This design comes from an exercise in tuning for small area and a short achievable clock period on the open sky130 flow, not from production work.
RTL that was checked went through simulation tests only; none was proved equivalent to the original.
No functional check of the RTL was part of run 1.
Power figures rest on the tool's default switching activity, not on a simulated workload.

==> flow/design.v, too long to show whole: its modules and the start of the top module <==
// module multiplier: 3488 lines
// module FA: 4 lines
// module FAX: 6 lines
// module HA: 4 lines
// module MAJ: 3 lines
// module BENC: 5 lines
// module PPSEL: 3 lines
// module INV: 3 lines
// module NAND2: 3 lines
// module NOR2: 3 lines
// module XOR2: 3 lines
// module XNOR2: 3 lines
// module AOI21: 3 lines
// module OAI21: 3 lines
// module CPA: 1510 lines
module multiplier (
    input clk,
    input rst,
    input start,
    input [31:0] A,
    input [31:0] B,
    input [7:0] Physical_address_in,
    input [31:0] PC_in,
    output [63:0] Product,
    output reg done,
    output reg [7:0] Physical_address_out,
    output reg [31:0] PC_out
);
  // ...
==> flow/flow/run.sh <==
#!/bin/bash
# Layout flow: the standard ORFS flow (standard.sh) with extra ORFS
# settings read from flow/knobs.txt (one VAR=value per line).
set -euo pipefail
knobs=()
while IFS= read -r line; do
  [[ -z "$line" || "$line" == \#* ]] && continue
  knobs+=("$line")
done < flow/knobs.txt
bash standard.sh "${knobs[@]}" finish > standard.log 2>&1
==> flow/flow/knobs.txt <==
BUFFER_PORTS_ARGS=-buffer_cell sky130_fd_sc_hd__buf_4
==> flow/standard.sh <==
#!/bin/bash
# synth_recipe.tcl (not shown) runs the flow's synth.tcl, then flattens the netlist and writes it again
# the make line also repeats each setting of config.mk as NAME=value (left out here)
make -C /OpenROAD-flow-scripts/flow DESIGN_CONFIG=/design/flow/config.mk WORK_HOME=/design/flow/orfs CLKGATE_MAP_FILE= SYNTH_SCRIPT=/design/flow/synth_recipe.tcl "${@:-finish}"
==> flow/config.mk <==
export PLATFORM = sky130hd
export DESIGN_NAME = multiplier
export DESIGN_NICKNAME = multiplier
export VERILOG_FILES = /design/flow/design.v
export SDC_FILE = /design/flow/constraint.sdc
export NUM_CORES = 8
export LEC_CHECK = 0
export CAP_MARGIN = 20
export CORE_MARGIN = 2
export CORE_UTILIZATION = 40
export SETUP_SLACK_MARGIN = 1.4
export SLEW_MARGIN = 20
export SYNTH_HIERARCHICAL = 1
export SYNTH_MINIMUM_KEEP_SIZE = 0
==> flow/constraint.sdc <==
create_clock -name core_clock -period 5.0 [get_ports {clk}]
set_input_delay 1.0000 -clock core_clock [delete_from_list [all_inputs] [get_ports {clk}]]
set_output_delay 1.0000 -clock core_clock [all_outputs]
set_load 0.01 [all_outputs]
==> summary.md, run 1 <==
| Metric | Value |
|---|---|
| Status | finished clean |
| Req. time, crit path | roughly 5.3 ns |
| Top power group | combinational cells |
| CP max stage cell | maj3_2 |
| First-pass GRT wire length | 176100 um |
| # Taps | around 1100 |
| Layout cell share with drive strength beyond 1 | a little over two fifths |
| Initial Util | around two fifths |
| DIE AREA | 82700 um2 |
| Avg WL per Cell | 23.56 um |
| Post-CTS setup repair buffer count | between 100 and 150 |
| Rows | approximately 100 |
| Cells after Synth | between 3000 and 4000 |
| Internal | between 15 and 20 mW |
| Longest Clk Path Bufs | 2 |
| Vias per cell | 5.756 |
| # H-tree levels | 4 |
| Hold depth | 1 |
| Highest routed metal layer | met5 |
| Min Tclk post-route | between 3 and 4 ns |
| Achievable Freq | 254.1 MHz |
| Wl on met1 | ~54000 um |
| Hold slack | between 0.6 and 0.7 ns |
| Die width | roughly 290 um |
| Count of multi-input gates | 3423 |
| Gr ovfl total | 0 |
| Max reg flops | 32 |
| Fin cells | between 5000 and 6000 |
| Initial antenna violation count | 3 |
| Root buffer cell | clkbuf_16 |
| Layout Nets | between 4000 and 5000 |
| Crit-path max FO | 6 |
| Setup crit start kind | primary input |
==> module BENC, before the edit <==
module BENC (input x2, input x1, input x0, output one, output two, output sgn);
  assign one = x1 ^ x0;
  assign two = ~one & (x2 ^ x1);
  assign sgn = x2 & ~(x1 & x0);
endmodule
==> inputs of run 2 (changes only) <==
--- a/flow/design.v
+++ b/flow/design.v
@@ -2261,48 +2261,48 @@
   PPSEL u_pp15_29 (.one(one15), .two(two15), .x(x15_29), .xm(x15_28), .pp(pp15_29));
   wire pp15_30;
   PPSEL u_pp15_30 (.one(one15), .two(two15), .x(x15_30), .xm(x15_29), .pp(pp15_30));
   wire pp15_31;
   PPSEL u_pp15_31 (.one(one15), .two(two15), .x(x15_31), .xm(x15_30), .pp(pp15_31));
   wire pp15_32;
   PPSEL u_pp15_32 (.one(one15), .two(two15), .x(B[31]), .xm(x15_31), .pp(pp15_32));
   wire ns15 = ~sgn15;
-  wire pp16_0 = B[31] & A[0];
-  wire pp16_1 = B[31] & A[1];
-  wire pp16_2 = B[31] & A[2];
-  wire pp16_3 = B[31] & A[3];
-  wire pp16_4 = B[31] & A[4];
-  wire pp16_5 = B[31] & A[5];
-  wire pp16_6 = B[31] & A[6];
-  wire pp16_7 = B[31] & A[7];
-  wire pp16_8 = B[31] & A[8];
-  wire pp16_9 = B[31] & A[9];
-  wire pp16_10 = B[31] & A[10];
-  wire pp16_11 = B[31] & A[11];
-  wire pp16_12 = B[31] & A[12];
-  wire pp16_13 = B[31] & A[13];
-  wire pp16_14 = B[31] & A[14];
-  wire pp16_15 = B[31] & A[15];
-  wire pp16_16 = B[31] & A[16];
-  wire pp16_17 = B[31] & A[17];
-  wire pp16_18 = B[31] & A[18];
-  wire pp16_19 = B[31] & A[19];
-  wire pp16_20 = B[31] & A[20];
-  wire pp16_21 = B[31] & A[21];
-  wire pp16_22 = B[31] & A[22];
-  wire pp16_23 = B[31] & A[23];
-  wire pp16_24 = B[31] & A[24];
-  wire pp16_25 = B[31] & A[25];
-  wire pp16_26 = B[31] & A[26];
-  wire pp16_27 = B[31] & A[27];
-  wire pp16_28 = B[31] & A[28];
-  wire pp16_29 = B[31] & A[29];
-  wire pp16_30 = B[31] & A[30];
-  wire pp16_31 = B[31] & A[31];
+  wire pp16_0 = (B[31] & A[0]);
+  wire pp16_1 = (B[31] & A[1]);
+  wire pp16_2 = (B[31] & A[2]);
+  wire pp16_3 = (B[31] & A[3]);
+  wire pp16_4 = (B[31] & A[4]);
+  wire pp16_5 = (B[31] & A[5]);
+  wire pp16_6 = (B[31] & A[6]);
+  wire pp16_7 = (B[31] & A[7]);
+  wire pp16_8 = (B[31] & A[8]);
+  wire pp16_9 = (B[31] & A[9]);
+  wire pp16_10 = (B[31] & A[10]);
+  wire pp16_11 = (B[31] & A[11]);
+  wire pp16_12 = (B[31] & A[12]);
+  wire pp16_13 = (B[31] & A[13]);
+  wire pp16_14 = (B[31] & A[14]);
+  wire pp16_15 = (B[31] & A[15]);
+  wire pp16_16 = (B[31] & A[16]);
+  wire pp16_17 = (B[31] & A[17]);
+  wire pp16_18 = (B[31] & A[18]);
+  wire pp16_19 = (B[31] & A[19]);
+  wire pp16_20 = (B[31] & A[20]);
+  wire pp16_21 = (B[31] & A[21]);
+  wire pp16_22 = (B[31] & A[22]);
+  wire pp16_23 = (B[31] & A[23]);
+  wire pp16_24 = (B[31] & A[24]);
+  wire pp16_25 = (B[31] & A[25]);
+  wire pp16_26 = (B[31] & A[26]);
+  wire pp16_27 = (B[31] & A[27]);
+  wire pp16_28 = (B[31] & A[28]);
+  wire pp16_29 = (B[31] & A[29]);
+  wire pp16_30 = (B[31] & A[30]);
+  wire pp16_31 = (B[31] & A[31]);
   wire s0, c0;
   wire s1, c1;
   wire s2, c2;
   wire s3, c3;
   wire s4, c4;
   wire s5, c5;
   wire s6, c6;
   wire s7, c7;
@@ -3054,74 +3054,75 @@
   FAX u_227 (.a(c100), .b(c98), .c(c99), .s(s227), .co(c227));
   FAX u_228 (.a(c101), .b(s102), .c(s103), .s(s228), .co(c228));
   FAX u_229 (.a(pp15_1), .b(s105), .c(s104), .s(s229), .co(c229));
   FAX u_230 (.a(c102), .b(c103), .c(c104), .s(s230), .co(c230));
   FAX u_231 (.a(c105), .b(s106), .c(s107), .s(s231), .co(c231));
   FAX u_232 (.a(pp16_0), .b(s109), .c(s108), .s(s232), .co(c232));
   FAX u_233 (.a(c106), .b(c107), .c(c108), .s(s233), .co(c233));
   FAX u_234 (.a(c109), .b(s110), .c(s111), .s(s234), .co(c234));
-  FAX u_235 (.a(1'b1), .b(s113), .c(s112), .s(s235), .co(c235));
+  FA1 u_235 (.a(s113), .b(s112), .s(s235), .co(c235));
   FAX u_236 (.a(c110), .b(c111), .c(c112), .s(s236), .co(c236));
   FAX u_237 (.a(c113), .b(s114), .c(s115), .s(s237), .co(c237));
-  FAX u_238 (.a(1'b1), .b(s117), .c(s116), .s(s238), .co(c238));
+  FA1 u_238 (.a(s117), .b(s116), .s(s238), .co(c238));
   FAX u_239 (.a(c114), .b(c115), .c(c116), .s(s239), .co(c239));
   FAX u_240 (.a(c117), .b(s118), .c(s119), .s(s240), .co(c240));
   FAX u_241 (.a(pp16_3), .b(s121), .c(s120), .s(s241), .co(c241));
   FAX u_242 (.a(c118), .b(c119), .c(c120), .s(s242), .co(c242));
   FAX u_243 (.a(c121), .b(s122), .c(s123), .s(s243), .co(c243));
-  FAX u_244 (.a(1'b1), .b(s125), .c(s124), .s(s244), .co(c244));
+  FA1 u_244 (.a(s125), .b(s124), .s(s244), .co(c244));
   FAX u_245 (.a(c122), .b(c123), .c(c124), .s(s245), .co(c245));
   FAX u_246 (.a(c125), .b(s126), .c(s127), .s(s246), .co(c246));
   FAX u_247 (.a(pp16_5), .b(s129), .c(s128), .s(s247), .co(c247));
   FAX u_248 (.a(c126), .b(c127), .c(c128), .s(s248), .co(c248));
   FAX u_249 (.a(c129), .b(s130), .c(s131), .s(s249), .co(c249));
-  FAX u_250 (.a(1'b1), .b(s132), .c(s133), .s(s250), .co(c250));
+  FA1 u_250 (.a(s132), .b(s133), .s(s250), .co(c250));
   FAX u_251 (.a(c132), .b(c130), .c(c131), .s(s251), .co(c251));
   FAX u_252 (.a(c133), .b(s134), .c(s135), .s(s252), .co(c252));
   FAX u_253 (.a(pp16_7), .b(s136), .c(s137), .s(s253), .co(c253));
   FAX u_254 (.a(c136), .b(c134), .c(c135), .s(s254), .co(c254));
   FAX u_255 (.a(c137), .b(s139), .c(s138), .s(s255), .co(c255));
-  FAX u_256 (.a(1'b1), .b(s140), .c(s141), .s(s256), .co(c256));
+  FA1 u_256 (.a(s140), .b(s141), .s(s256), .co(c256));
   FAX u_257 (.a(c140), .b(c139), .c(c138), .s(s257), .co(c257));
   FAX u_258 (.a(c141), .b(s143), .c(s142), .s(s258), .co(c258));
   FAX u_259 (.a(pp16_9), .b(s144), .c(s145), .s(s259), .co(c259));
   FAX u_260 (.a(c143), .b(c144), .c(c142), .s(s260), .co(c260));
   FAX u_261 (.a(c145), .b(s147), .c(s146), .s(s261), .co(c261));
-  FAX u_262 (.a(1'b1), .b(s148), .c(s149), .s(s262), .co(c262));
+  FA1 u_262 (.a(s148), .b(s149), .s(s262), .co(c262));
   FAX u_263 (.a(c147), .b(c148), .c(c146), .s(s263), .co(c263));
   FAX u_264 (.a(c149), .b(s151), .c(s150), .s(s264), .co(c264));
   FAX u_265 (.a(pp16_11), .b(s152), .c(s153), .s(s265), .co(c265));
   FAX u_266 (.a(c151), .b(c152), .c(c150), .s(s266), .co(c266));
   FAX u_267 (.a(c153), .b(s154), .c(s155), .s(s267), .co(c267));
-  FAX u_268 (.a(1'b1), .b(s157), .c(s156), .s(s268), .co(c268));
+  FA1 u_268 (.a(s157), .b(s156), .s(s268), .co(c268));
   FAX u_269 (.a(c154), .b(c155), .c(c156), .s(s269), .co(c269));
   FAX u_270 (.a(c157), .b(s158), .c(s159), .s(s270), .co(c270));
   FAX u_271 (.a(pp16_13), .b(pp15_15), .c(s160), .s(s271), .co(c271));
   FAX u_272 (.a(c158), .b(c159), .c(c160), .s(s272), .co(c272));
   FAX u_273 (.a(s163), .b(s161), .c(s162), .s(s273), .co(c273));
-  FAX u_274 (.a(1'b1), .b(pp16_14), .c(pp15_16), .s(s274), .co(c274));
+  FA1 u_274 (.a(pp16_14), .b(pp15_16), .s(s274), .co(c274));
   FAX u_275 (.a(c163), .b(c161), .c(c162), .s(s275), .co(c275));
   FAX u_276 (.a(pp13_21), .b(s164), .c(s165), .s(s276), .co(c276));
   FAX u_277 (.a(pp16_15), .b(pp14_19), .c(pp15_17), .s(s277), .co(c277));
   FAX u_278 (.a(c164), .b(c165), .c(s166), .s(s278), .co(c278));
   FAX u_279 (.a(pp13_22), .b(pp14_20), .c(s167), .s(s279), .co(c279));
-  FAX u_280 (.a(1'b1), .b(pp16_16), .c(pp15_18), .s(s280), .co(c280));
+  FA1 u_280 (.a(pp16_16), .b(pp15_18), .s(s280), .co(c280));
   FAX u_281 (.a(c167), .b(c166), .c(s168), .s(s281), .co(c281));
   FAX u_282 (.a(pp11_27), .b(pp12_25), .c(pp13_23), .s(s282), .co(c282));
   FAX u_283 (.a(pp16_17), .b(pp14_21), .c(pp15_19), .s(s283), .co(c283));
   FAX u_284 (.a(pp11_28), .b(s169), .c(c168), .s(s284), .co(c284));
   FAX u_285 (.a(pp12_26), .b(pp13_24), .c(pp14_22), .s(s285), .co(c285));
-  FAX u_286 (.a(1'b1), .b(pp16_18), .c(pp15_20), .s(s286), .co(c286));
+  FA1 u_286 (.a(pp16_18), .b(pp15_20), .s(s286), .co(c286));
   FAX u_287 (.a(ns9), .b(pp10_31), .c(c169), .s(s287), .co(c287));
   FAX u_288 (.a(pp11_29), .b(pp12_27), .c(pp13_25), .s(s288), .co(c288));
   FAX u_289 (.a(pp16_19), .b(pp14_23), .c(pp15_21), .s(s289), .co(c289));
   FAX u_290 (.a(pp10_32), .b(pp11_30), .c(pp12_28), .s(s290), .co(c290));
   FAX u_291 (.a(pp13_26), .b(pp14_24), .c(pp15_22), .s(s291), .co(c291));
-  HA u_292 (.a(1'b1), .b(pp16_20), .s(s292), .co(c292));
+  assign s292 = ~pp16_20;
+  assign c292 = pp16_20;
   FAX u_293 (.a(ns10), .b(pp11_31), .c(pp12_29), .s(s293), .co(c293));
   FAX u_294 (.a(pp13_27), .b(pp14_25), .c(pp15_23), .s(s294), .co(c294));
   FAX u_295 (.a(pp11_32), .b(pp12_30), .c(pp13_28), .s(s295), .co(c295));
   HA u_296 (.a(pp14_26), .b(pp15_24), .s(s296), .co(c296));
   FAX u_297 (.a(ns11), .b(pp12_31), .c(pp13_29), .s(s297), .co(c297));
   HA u_298 (.a(pp12_32), .b(pp13_30), .s(s298), .co(c298));
   HA u_299 (.a(pp0_6), .b(pp1_4), .s(s299), .co(c299));
   HA u_300 (.a(pp0_7), .b(pp1_5), .s(s300), .co(c300));
@@ -3213,25 +3214,26 @@
   FAX u_386 (.a(s286), .b(s285), .c(s284), .s(s386), .co(c386));
   FAX u_387 (.a(c285), .b(c286), .c(c284), .s(s387), .co(c387));
   FAX u_388 (.a(s288), .b(s289), .c(s287), .s(s388), .co(c388));
   FAX u_389 (.a(c288), .b(c289), .c(c287), .s(s389), .co(c389));
   FAX u_390 (.a(s292), .b(s290), .c(s291), .s(s390), .co(c390));
   FAX u_391 (.a(c292), .b(c290), .c(c291), .s(s391), .co(c391));
   FAX u_392 (.a(pp16_21), .b(s293), .c(s294), .s(s392), .co(c392));
   FAX u_393 (.a(c293), .b(c294), .c(s295), .s(s393), .co(c393));
-  FAX u_394 (.a(1'b1), .b(pp16_22), .c(s296), .s(s394), .co(c394));
+  FA1 u_394 (.a(pp16_22), .b(s296), .s(s394), .co(c394));
   FAX u_395 (.a(c296), .b(c295), .c(s297), .s(s395), .co(c395));
   FAX u_396 (.a(pp16_23), .b(pp14_27), .c(pp15_25), .s(s396), .co(c396));
   FAX u_397 (.a(pp14_28), .b(s298), .c(c297), .s(s397), .co(c397));
-  FAX u_398 (.a(1'b1), .b(pp16_24), .c(pp15_26), .s(s398), .co(c398));
+  FA1 u_398 (.a(pp16_24), .b(pp15_26), .s(s398), .co(c398));
   FAX u_399 (.a(ns12), .b(pp13_31), .c(c298), .s(s399), .co(c399));
   FAX u_400 (.a(pp16_25), .b(pp14_29), .c(pp15_27), .s(s400), .co(c400));
   FAX u_401 (.a(pp13_32), .b(pp14_30), .c(pp15_28), .s(s401), .co(c401));
-  HA u_402 (.a(1'b1), .b(pp16_26), .s(s402), .co(c402));
+  assign s402 = ~pp16_26;
+  assign c402 = pp16_26;
   FAX u_403 (.a(ns13), .b(pp14_31), .c(pp15_29), .s(s403), .co(c403));
   HA u_404 (.a(pp14_32), .b(pp15_30), .s(s404), .co(c404));
   HA u_405 (.a(pp0_4), .b(pp1_2), .s(s405), .co(c405));
   HA u_406 (.a(pp0_5), .b(pp1_3), .s(s406), .co(c406));
   FAX u_407 (.a(pp2_2), .b(pp3_0), .c(s299), .s(s407), .co(c407));
   FAX u_408 (.a(pp2_3), .b(c299), .c(s300), .s(s408), .co(c408));
   FAX u_409 (.a(c300), .b(s302), .c(s301), .s(s409), .co(c409));
   FAX u_410 (.a(c302), .b(c301), .c(s303), .s(s410), .co(c410));
@@ -3341,19 +3343,19 @@
   FAX u_514 (.a(s390), .b(s453), .c(c452), .s(s514), .co(c514));
   FAX u_515 (.a(s392), .b(s454), .c(c453), .s(s515), .co(c515));
   FAX u_516 (.a(s394), .b(s455), .c(c454), .s(s516), .co(c516));
   FAX u_517 (.a(s396), .b(c455), .c(s456), .s(s517), .co(c517));
   FAX u_518 (.a(s398), .b(c456), .c(s457), .s(s518), .co(c518));
   FAX u_519 (.a(s400), .b(s458), .c(c457), .s(s519), .co(c519));
   FAX u_520 (.a(s402), .b(s459), .c(c458), .s(s520), .co(c520));
   FAX u_521 (.a(pp16_27), .b(s460), .c(c459), .s(s521), .co(c521));
-  FAX u_522 (.a(1'b1), .b(s461), .c(c460), .s(s522), .co(c522));
+  FA1 u_522 (.a(s461), .b(c460), .s(s522), .co(c522));
   FAX u_523 (.a(pp16_29), .b(s462), .c(c461), .s(s523), .co(c523));
-  FAX u_524 (.a(1'b1), .b(s463), .c(c462), .s(s524), .co(c524));
+  FA1 u_524 (.a(s463), .b(c462), .s(s524), .co(c524));
   FAX u_525 (.a(ns15), .b(pp16_31), .c(c463), .s(s525), .co(c525));
   always @(posedge clk) begin
     done <= start & ~rst;
     Physical_address_out <= Physical_address_in;
     PC_out <= PC_in;
     r0_0 <= pp0_0;
     r0_1 <= sgn0;
     r1_0 <= pp0_1;
@@ -3495,27 +3497,47 @@
   XOR2 u_x1 (.a(a), .b(b), .y(t));
   XOR2 u_x2 (.a(t), .b(c), .y(s));
   MAJ u_m (.a(a), .b(b), .c(c), .y(co));
 endmodule
 module HA (input a, input b, output s, output co);
   assign s = a ^ b;
   assign co = a & b;
 endmodule
+module HAN (input a, input b, output s, output co);
+  XNOR2 u_s (.a(a), .b(b), .y(s));
+  OR2 u_c (.a(a), .b(b), .y(co));
+endmodule
+module OR2 (input a, input b, output y);
+  assign y = a | b;
+endmodule
+module FA1 (input a, input b, output s, output co);
+  XNOR2 u_s (.a(a), .b(b), .y(s));
+  OR2 u_c (.a(a), .b(b), .y(co));
+endmodule
 module MAJ (input a, input b, input c, output y);
   assign y = (a & b) | (a & c) | (b & c);
 endmodule
 module BENC (input x2, input x1, input x0, output one, output two, output sgn);
-  assign one = x1 ^ x0;
-  assign two = ~one & (x2 ^ x1);
-  assign sgn = x2 & ~(x1 & x0);
+  XOR2 u_one (.a(x1), .b(x0), .y(one));
+  BTWO u_two (.x2(x2), .x1(x1), .x0(x0), .y(two));
+  BSGN u_sgn (.x2(x2), .x1(x1), .x0(x0), .y(sgn));
+endmodule
+module BTWO (input x2, input x1, input x0, output y);
+  assign y = x2 ? (~x1 & ~x0) : (x1 & x0);
+endmodule
+module BSGN (input x2, input x1, input x0, output y);
+  assign y = x2 & ~(x1 & x0);
 endmodule
 module PPSEL (input one, input two, input x, input xm, output pp);
   assign pp = (one & x) | (two & xm);
 endmodule
+module PPSELN (input one, input two, input x, input xm, output pp);
+  assign pp = ~((one & x) | (two & xm));
+endmodule
 module INV (input a, output y);
   assign y = ~a;
 endmodule
 module NAND2 (input a, input b, output y);
   assign y = ~(a & b);
 endmodule
 module NOR2 (input a, input b, output y);
   assign y = ~(a | b);
==> flow/flow/run.sh (replaced) <==
#!/bin/bash
# Layout flow: the standard ORFS flow (standard.sh) with extra ORFS
# settings read from flow/knobs.txt (one VAR=value per line; @FLOW@ stands
# for this flow folder). Its output goes to standard.log.
set -euo pipefail
flowdir="$(pwd)/flow"
knobs=()
while IFS= read -r line; do
  [[ -z "$line" || "$line" == \#* ]] && continue
  knobs+=("${line//@FLOW@/$flowdir}")
done < flow/knobs.txt
bash standard.sh "${knobs[@]}" finish > standard.log 2>&1
==> flow/flow/downsize.tcl (new file) <==
# Start the layout from the smallest drive strength of every logic cell that
# synthesis sized up; the flow's timing repair then sizes up what needs it.
set n 0
foreach inst [[ord::get_db_block] getInsts] {
  set m [[$inst getMaster] getName]
  if {![regexp {^(sky130_fd_sc_hd__[a-z0-9]+)_([0-9]+)$} $m -> base size]} { continue }
  if {$size <= 1} { continue }
  if {[string match "*df*" $base] || [string match "*conb*" $base] || [string match "*clk*" $base]} { continue }
  set small [get_lib_cells -quiet ${base}_1]
  if {$small == ""} { continue }
  replace_cell [$inst getName] $small
  incr n
}
puts "downsize: $n cells set to drive strength 1"
==> flow/flow/knobs.txt (replaced) <==
BUFFER_PORTS_ARGS=-buffer_cell sky130_fd_sc_hd__buf_4
PRE_FLOORPLAN_TCL=@FLOW@/downsize.tcl
==> flow/config.mk (replaced) <==
export PLATFORM = sky130hd
export DESIGN_NAME = multiplier
export DESIGN_NICKNAME = multiplier
export VERILOG_FILES = /design/flow/design.v
export SDC_FILE = /design/flow/constraint.sdc
export NUM_CORES = 8
export LEC_CHECK = 0
export CAP_MARGIN = 20
export CORE_MARGIN = 2
export CORE_UTILIZATION = 40
export SETUP_SLACK_MARGIN = 1.2
export SLEW_MARGIN = 20
export SYNTH_HIERARCHICAL = 1
export SYNTH_MINIMUM_KEEP_SIZE = 0
==> summary.md, run 2 <==
| Metric | Value |
|---|---|
| Yosys Warn Count | 7 |
| Achievable Freq | 254.2 MHz (about the same) |
| Die width | 281.5 um (-2.1%) |
| Root buffer cell | clkbuf_16 |
| Largest Register | PC_out |
| DIE AREA | 79230 um2 (-4.2%) |
| Setup TNS | 0 ns |
| Gr ovfl total | 0 (unchanged) |
| Type of the worst setup path | in2reg |
| Via count | 29910 |
| Max reg flops | 32 (unchanged) |
| Most common cell after layout, fill and taps aside | xor2_1 |
| Clock share of power | 4.6% |
| Multi-input logic area | 30490 um2 |
| Post-Syn Area | a little over 30000 um2 |
| PortBufs | ~210 |
| Initial antenna violation count | 2 (-1) |
| # H-tree levels | 4 (unchanged) |
| Routability congestion estimate | around 0.95 |
| Flop pwr share | a little under a tenth |
| Rows | 101 (-1.9%) |
| Layout fillers | a little over 7000 |
| Final setup vio count | 0 |
| Gate power share | about 86% |
| Min Tclk post-route | 3.934 ns (-0.002480 ns) |
| Status | finished clean |
| Register area | around 3400 um2 |
| Worst hold path class | in2reg |
| All-Layer GR Usage | about 29% |
| Slew @ Worst Pin | 0.8963 ns |
| Crit end category | register |
| Switch share | between 50% and 60% |
| Layout Nets | 4225 (-3.2%) |
| Vias in the first global route | 28260 |
| Leakage power | about 17 nW |
| Worst vdd ir | around 480 uV |
| Longest Clk Path Bufs | 2 (unchanged) |
| CP Launch Point | B[9] |
| Internal | 14.30 mW (-18%) |
| Max_cap viols | 0 |
| Clock Sink Count | 168 |
| Critical hold path startpoint | PC_in[29] |
| CTS tree | done |
| Cells after Synth | 3586 (+0.028%) |
| Final period util | 78.67% |
| Iter 0 DRT Violations | about 3000 |
| Req. time, crit path | 5.34 ns (about the same) |
| CORE AREA | ~76000 um2 |
| Setup crit start kind | primary input |
| DP HPWL | between 90000 and 100000 um |
| Avg WL per Cell | 23.99 um (+1.8%) |
| Commonest non-fill, non-tap cells in the layout | xor2_1 (1361), a22o_1 (508), buf_4 (356), maj3_1 (278), maj3_2 (187) |
| Vias per cell | 5.846 (+1.6%) |
| Area grow syn2layout | 31.27% |
| Regs by FF count | PC_out (32), Physical_address_out (8) |
| Switching Power | 15.97 mW |
| Crit-path max FO | 6 (unchanged) |
| Final Hold Viols | 0 |
| Initial Util | 40.48% (-0.10 points) |
| First-pass GRT wire length | 176700 um (+0.32%) |
| DRC viols | 0 |
| Mapped Avg Cell Area | roughly 8.6 um2 |
| Post-DRT Antenna Nets | 0 |
| Hold slack | 0.6244 ns (-0.01511 ns) |
| Final Slew Violations | 0 |
| Largest net degree at the start of global routing | 43 |
| TritonRoute pass-1 iters | 6 |
| Clock slew seen by the registers of the worst setup and hold paths | 0.08 ns |
| Total Wirelength | approximately 120000 um |
| CTS buffer count | 17 |
| Layout cell share with drive strength beyond 1 | 24.49% (-19 points) |
| ANT cells | 0 |
| Unrepaired setup endpoints after global routing | yes |
| PwrDens | 748.7 nW/um2 |
| CP arrival | 4.28 ns |
| Slew headroom | between 40% and 50% |
| Die Y | approximately 280 um |
| # IOs | approximately 210 |
run 2: critical path, stage by stage:
cell,delay [ns]
buf_16,0.12
buf_16,0.15
buf_6,0.12
xor2_4,0.31
a22o_1,0.27
xor2_1,0.25
xor2_2,0.25
xor2_1,0.28
xor2_2,0.24
buf_4,0.16
xnor2_2,0.06
maj3_2,0.35
maj3_2,0.36
xor2_2,0.16
xor2_1,0.17
run 2: per-stage QoR:
step	worst slack (ns)	area (um2)	utilization [%]	power [mW]	cells
6_report	1.066	40430	53.14	30.27	5117
2_1_floorplan	1.077	31560	-	18.76	3591
4_1_cts	1.110	37970	49.91	28.29	5033
3_3_place_gp	0.4092	35160	46.22	25.39	4918
5_1_grt	0.9920	40430	53.14	32.34	5117
3_5_place_dp	0.3304	35160	46.22	25.71	4918
run 2: metal layers:
metal | GRT usage (%) | up-vias | part of all wire, %
met5 | 0 | - | 0.011
met4 | 12.37 | 2 | 4.4
met3 | 5.411 | 282 | 8.5
met2 | 47.32 | 1431 | 45
met1 | 38.58 | 14530 | 43
li1 | - | 13670 | -
run 2: power groups by stage:
stage	clock network, mW	logic (mW)	registers (mW)
final	1.40	26.0	2.86
after global routing	1.48	27.9	2.93
after CTS	1.43	24.1	2.77
after detailed placement	0	23.1	2.63
after global placement	0	22.8	2.62
after floorplan	0	16.2	2.51
run 2: worst paths after layout:
kind	to	slack, ns	depth (start not counted)
worst max-delay path	r36_1$_DFF_P_	1.07	15
worst min-delay path	PC_out[29]$_DFF_P_	0.62	1
run 2: what timing repair did:
action / 4_1_cts / 5_1_grt
setup buffers: 63 / 78
gates cloned: 20 / 6
hold buffers: 0 / 0
pin swaps: 59 / 222
endpoints found under the setup margin: 117 / 94
resized for setup: 192 / 295
hold endpoints to repair: 0 / 0
run 2: area by class of cell:
class / count / area share, %
multi-input combinational: 3401 / 75.41
timing repair buffer: 454 / 11.24
sequential: 168 / 8.347
tap: 1030 / 3.188
clock buffer: 18 / 1.062
clock inverter: 14 / 0.4550
inverter: 32 / 0.2971
Testbench counts of run 2, summed over its fixed seeds: latency 24,000, ops 24,000.
==> inputs of run 3 (changes only) <==
--- a/flow/config.mk
+++ b/flow/config.mk
@@ -8,7 +8,7 @@
 export CAP_MARGIN = 20
 export CORE_MARGIN = 2
 export CORE_UTILIZATION = 40
-export SETUP_SLACK_MARGIN = 1.2
+export SETUP_SLACK_MARGIN = 1.0
 export SLEW_MARGIN = 20
 export SYNTH_HIERARCHICAL = 1
 export SYNTH_MINIMUM_KEEP_SIZE = 0
==> summary.md, run 3 <==
| Metric | Value |
|---|---|
| Status | finished clean |
| Post-DRT Antenna Nets | 0 (unchanged) |
| Die Y | 281.5 um (unchanged) |
| Final Hold Viols | 0 (unchanged) |
| Mapped Avg Cell Area | 8.588 um2 (unchanged) |
| Hold_buf cts | 0 (unchanged) |
| Crit end category | register |
| Longest Clk Path Bufs | 2 (unchanged) |
| Final setup vio count | 0 (unchanged) |
| Crit-path max FO | 11 (+5) |
| Most common cell after layout, fill and taps aside | xor2_1 |
| First-pass GRT wire length | 169000 um (-4.3%) |
| DRC viols | 0 (unchanged) |
| Type of the worst setup path | in2reg |
| Final Slew Violations | 0 (unchanged) |
| Leakage power | 16.15 nW (-7.0%) |
| Rows | 101 (unchanged) |
| DIE AREA | 79230 um2 (unchanged) |
| Min Tclk post-route | 3.978 ns (+0.04422 ns) |
| Initial Util | 40.48% (unchanged) |
| Post-Place Cells | 4913 (-0.10%) |
| Layout cell share with drive strength beyond 1 | 15.58% (-8.9 points) |
| Post-Place Cell Area | 34980 um2 (-0.51%) |
| Max reg flops | 32 (unchanged) |
| PwrDens | 747.8 nW/um2 (-0.12%) |
| Via count | 28750 (-3.9%) |
| Largest net degree at the start of global routing | 43 (unchanged) |
| Post-Syn Area | 30800 um2 (unchanged) |
| PortBufs | 211 (unchanged) |
| TritonRoute pass-1 iters | 6 (unchanged) |
| Root buffer cell | clkbuf_16 |
| Vias in the first global route | 27250 (-3.6%) |
| Unrepaired setup endpoints after global routing | yes |
| Initial antenna violation count | 3 (+1) |
| CP max stage cell | maj3_1 |
| Largest Register | PC_out |
| Met3 wire length | 8878 um (-15%) |
| Area grow syn2layout | 21.58% |
| Worst vdd ir | 417.5 uV (-13%) |
| Max_cap viols | 0 (unchanged) |
| All-Layer GR Usage | 28.13% (-1.3 points) |
| Tot Pwr | 28.00 mW (-7.5%) |
| Total Wirelength | 116400 um (-5.2%) |
| Slew @ Worst Pin | 0.8634 ns (-0.03289 ns) |
| DP HPWL | 94070 um (about the same) |
| Fin cells | 5023 (-1.8%) |
| CTS tree | done |
| Met2 routed wirelength | 50740 um (-7.1%) |
| # H-tree levels | 4 (unchanged) |
| Worst hold path class | in2reg |
| Wl on met1 | 52690 um (+0.91%) |
| Vias per cell | 5.723 (-2.1%) |
| Iter 0 DRT Violations | 2462 (-19%) |
| ANT cells | 0 (unchanged) |
| Yosys Warn Count | 7 (unchanged) |
| Avg WL per Cell | 23.16 um (-3.4%) |
| Slew headroom | 42.32% (+2.2 points) |
| Register area | 3363 um2 (-0.33%) |
| Setup crit start kind | primary input |
| Die width | 281.5 um (unchanged) |
| Crit-path cells | buf_4 > nand2b_4 > buf_12 > o22ai_4 > buf_4 > a22o_1 > maj3_1 > maj3_1 > maj3_1 > maj3_1 > xor2_1 > xor2_2 |
| Achievable Freq | 251.4 MHz (-1.1%) |
| Routability congestion estimate | 0.9637 (+1.1%) |
| Layout fillers | 7413 (+5.3%) |
| Clock slew seen by the registers of the worst setup and hold paths | 0.08 ns (about the same) |
| Req. time, crit path | 5.35 ns (about the same) |
| # IOs | 212 (unchanged) |
| Multi-input logic area | 28920 um2 (-5.1%) |
| Highest routed metal layer | met5 |
| Final period util | 79.55% (+0.88 points) |
| Final instance area | 37440 um2 (-7.4%) |
| Regs by FF count | PC_out (32), Physical_address_out (8) |
| CP arrival | 4.32 ns (+0.04 ns) |
| Gr ovfl total | 0 (unchanged) |
| CORE AREA | 76080 um2 (unchanged) |
| CP peak stage delay | 0.42 ns (+0.06 ns) |
| Layout Nets | 4131 (-2.2%) |
| Setup TNS | 0 ns (unchanged) |
| Crit path top cell by count | maj3_1 |
| CTS buffer count | 17 (unchanged) |
| Commonest non-fill, non-tap cells in the layout | xor2_1 (1450), a22o_1 (527), maj3_1 (383), buf_4 (317), nand2_1 (182) |
| Cells after Synth | 3586 (unchanged) |
| Clock Sink Count | 168 (unchanged) |
[run 3: metrics by stage]
stage               hold WS (ns)  worst slack, ns  utilization (%)
floorplan                  1.028           0.9974                -
global placement           1.104           0.3559            45.98
detailed placement         1.106           0.3027            45.98
CTS                       0.6091           0.9630            47.62
global route              0.6064           0.9614            49.22
finish                    0.6339            1.022            49.22
[run 3: area by class of cell]
| class | count | share of cell area (%) |
|---|---|---|
| Clock buffer | 17 | 1.136 |
| Inverter | 32 | 0.3208 |
| Clock inverter | 15 | 0.5347 |
| Multi-Input combinational cell | 3400 | 77.23 |
| Timing Repair Buffer | 361 | 8.354 |
| Tap cell | 1030 | 3.442 |
| Sequential cell | 168 | 8.982 |
[run 3: power breakdown]
| part | total (mW) | switching [mW] | internal (mW) |
|---|---|---|---|
| Combinational | 23.8 | 14.0 | 9.83 |
| Sequential | 2.75 | 0.549 | 2.21 |
| Clock | 1.41 | 0.644 | 0.766 |
| Total | 28.0 | 15.2 | 12.8 |
[run 3: final timing paths]
| kind | from | end | cells past startpoint |
|---|---|---|---|
| setup / recovery | B[10] | r24_1$_DFF_P_ | 12 |
| hold / removal | PC_in[11] | PC_out[11]$_DFF_P_ | 1 |
[run 3: layer usage]
metal | track usage [%] | up-vias
li1 | - | 13550
met1 | 38.71 | 13870
met2 | 44.78 | 1118
met3 | 4.284 | 207
met4 | 9.070 | 4
met5 | 0 | -
[run 3: critical path, delay by kind of cell]
family	cells	cell delay (ns)
adder cells (fa/ha/maj)	4	1.66
XOR/XNOR	2	0.56
buffers and inverters	3	0.54
AO/OA/AOI/OAI	2	0.37
AND/OR/NAND/NOR	1	0.19
[run 3: timing repair]
action / 4_1_cts / 5_1_grt
setup buffers: 17 / 47
setup endpoints to repair: 61 / 85
endpoints found under the hold margin: 0 / 0
pin swaps: 14 / 47
cloned: 8 / 6
resized for setup: 52 / 121

==> afterwards: timing with drivers on the ports <==
In the flow no input, the clock included, has a driving cell. The finished layouts below were timed again as built, in two steps.
Step 1 sets driving cells, clkbuf_16 on the clock port and buf_2 on the other inputs (assumed; they add their load-dependent delay and slew).
Step 2 also shifts input and output timing later by t, the mid clock arrival at the registers, as if the neighbouring blocks saw the same clock.
Three values: ideal ports, drivers, drivers and shift; two values: the first two.
run	shift t [ns]	setup slack, ns	latest minus earliest clock arrival (ns)
run 1	0.507	1.064 / 1.073 / 0.566	0.011 / 0.012
run 2	0.508	1.066 / 0.974 / 0.466	0.018 / 0.018
run 3	0.506	1.022 / 1.038 / 0.532	0.012 / 0.013
After both steps every run listed still meets setup and hold. For run 2, which loses most, drivers alone change the setup slack by -0.092 ns; drivers and shift together by -0.600 ns.
